This is an optimization exercise on Yosys and OpenROAD, whose aim is small area and a short achievable clock period, not a production implementation.
In this exercise RTL edits were held to simulation tests only and were not proved equivalent to the original.

// Integrator
module Integrator
          (clk,
           reset,
           In,
           Out);
Settings: LEC_CHECK=0, CAP_MARGIN=20, CORE_MARGIN=2, CORE_UTILIZATION=40, CTS_BUF_LIST=sky130_fd_sc_hd__clkbuf_4 sky130_fd_sc_hd__clkbuf_8, CTS_CLUSTER_DIAMETER=100, CTS_CLUSTER_SIZE=30, PLACE_DENSITY=0.85, SETUP_SLACK_MARGIN=4, SLEW_MARGIN=20, SYNTH_HIERARCHICAL=1, SYNTH_MINIMUM_KEEP_SIZE=0; clock period 14.0 ns.
standard.sh (not shown) runs the stock make flow with config.mk's settings and CLKGATE_MAP_FILE= SYNTH_SCRIPT=/design/flow/synth_recipe.tcl, a recipe that flattens the netlist after the stock synthesis.
==> flow/flow/run.sh <==
#!/bin/bash
# Layout flow: the standard synthesis and ORFS layout (standard.sh) with two
# changes to how the layout is made:
#  - the input and output ports get plain buffer cells (buffer_ports
#    -buffer_cell) instead of the delay cells buffer_ports picks by itself;
#  - clock tree synthesis adds no dummy loads (-dont_use_dummy_load); the
#    other CTS arguments are the ones ORFS builds from config.mk.
# Each step's full output goes to a log file here (ORFS keeps its own per-step
# logs under orfs/logs).
set -euo pipefail
export BUFFER_PORTS_ARGS="-buffer_cell sky130_fd_sc_hd__buf_2"
export CTS_ARGS="-sink_clustering_enable -repair_clock_nets -sink_clustering_size 30 -sink_clustering_max_diameter 100 -buf_list {sky130_fd_sc_hd__clkbuf_4 sky130_fd_sc_hd__clkbuf_8} -dont_use_dummy_load"
bash standard.sh synth > run_synth.log 2>&1
bash standard.sh > run_layout.log 2>&1
Edit:
--- a/flow/design.v
+++ b/flow/design.v
@@ -12,19 +12,21 @@
   reg  [20:0] v;     
   reg         vc;    
   reg  [21:0] y1;    
   reg  [21:0] y2;    
   wire [20:0] x = In[20:0];
   wire ts0, tc0;
-  Integrator_fa1 u_fa0 (.a(~v[1]), .b(~v[5]), .s(ts0), .co(tc0));
+  Integrator_xnor1 u_fa0s (.a(~v[1]), .b(~v[5]), .y(ts0));
+  Integrator_or1 u_fa0c (.a(~v[1]), .b(~v[5]), .y(tc0));
   wire ts1, tc1;
   Integrator_fa u_fa1 (.a(~v[2]), .b(~v[6]), .c(tc0), .s(ts1), .co(tc1));
   wire ts2, tc2;
   Integrator_fa u_fa2 (.a(~v[0]), .b(~v[3]), .c(~v[7]), .s(ts2), .co(tc2));
   wire ts3, tc3;
-  Integrator_fa1 u_fa3 (.a(~v[1]), .b(~v[4]), .s(ts3), .co(tc3));
+  Integrator_xnor1 u_fa3s (.a(~v[1]), .b(~v[4]), .y(ts3));
+  Integrator_or1 u_fa3c (.a(~v[1]), .b(~v[4]), .y(tc3));
   wire ts4, tc4;
   Integrator_fa u_fa4 (.a(~v[8]), .b(tc2), .c(ts3), .s(ts4), .co(tc4));
   wire ts5, tc5;
   Integrator_fa u_fa5 (.a(v[0]), .b(~v[2]), .c(~v[5]), .s(ts5), .co(tc5));
   wire ts6, tc6;
   Integrator_fa u_fa6 (.a(~v[9]), .b(tc3), .c(ts5), .s(ts6), .co(tc6));
@@ -100,13 +102,14 @@
   Integrator_fa u_fa41 (.a(~v[16]), .b(~v[20]), .c(tc36), .s(ts41), .co(tc41));
   wire ts42, tc42;
   Integrator_fa u_fa42 (.a(tc37), .b(ts40), .c(tc38), .s(ts42), .co(tc42));
   wire ts43, tc43;
   Integrator_fa u_fa43 (.a(ts41), .b(tc39), .c(ts42), .s(ts43), .co(tc43));
   wire ts44, tc44;
-  Integrator_fa1 u_fa44 (.a(~v[1]), .b(~x[1]), .s(ts44), .co(tc44));
+  Integrator_xnor1 u_fa44s (.a(~v[1]), .b(~x[1]), .y(ts44));
+  Integrator_or1 u_fa44c (.a(~v[1]), .b(~x[1]), .y(tc44));
   wire ts45, tc45;
   Integrator_ha u_ha45 (.a(~v[2]), .b(~x[2]), .s(ts45), .co(tc45));
   wire ts46, tc46;
   Integrator_ha u_ha46 (.a(~v[3]), .b(~x[3]), .s(ts46), .co(tc46));
   wire ts47, tc47;
   Integrator_fa u_fa47 (.a(~v[0]), .b(~v[4]), .c(~x[0]), .s(ts47), .co(tc47));
@@ -861,17 +864,21 @@
 module Integrator_fa (a, b, c, s, co);
   input a, b, c;
   output s, co;
   assign s = a ^ b ^ c;
   assign co = (a & b) | (a & c) | (b & c);
 endmodule
-module Integrator_fa1 (a, b, s, co);
+module Integrator_xnor1 (a, b, y);
   input a, b;
-  output s, co;
-  assign s = ~(a ^ b);
-  assign co = a | b;
+  output y;
+  assign y = ~(a ^ b);
+endmodule
+module Integrator_or1 (a, b, y);
+  input a, b;
+  output y;
+  assign y = a | b;
 endmodule
 module Integrator_ha (a, b, s, co);
   input a, b;
   output s, co;
   assign s = a ^ b;
   assign co = a & b;
=>
- cell area shrinks by about 0.6%
- wire length shrinks by about 3.2%
- clock skew shrinks by 0.0074 ns
- worst hold slack hardly moves
- area after synthesis shrinks by 0.56%

-- static timing again, ports no longer ideal --
In the flow no input, the clock included, has a driving cell. The finished layouts below were timed again as built, in two steps.
Step 1: set_driving_cell puts a clkbuf_16 on clk and a buf_2 on each other input, an assumption about the parent block.
Step 2 times the ports against the registers' clock, not the clock port: input delays grow and output delays shrink by t, the midpoint of the rising clock arrivals with the driver on.
a / b / c = ideal ports / drivers / drivers and shift; a / b = the first two.
run	t (ns)	setup WS [ns]	hold slack, ns
the first run	0.395	4.590 / 4.569 / 4.569	0.348 / 0.348 / 0.348
the second run	0.378	4.667 / 4.635 / 4.635	0.349 / 0.349 / 0.349
After both steps every run listed still meets setup and hold. The setup slack of the second run, which loses most, moves by -0.032 ns with the drivers and by -0.032 ns with both steps.
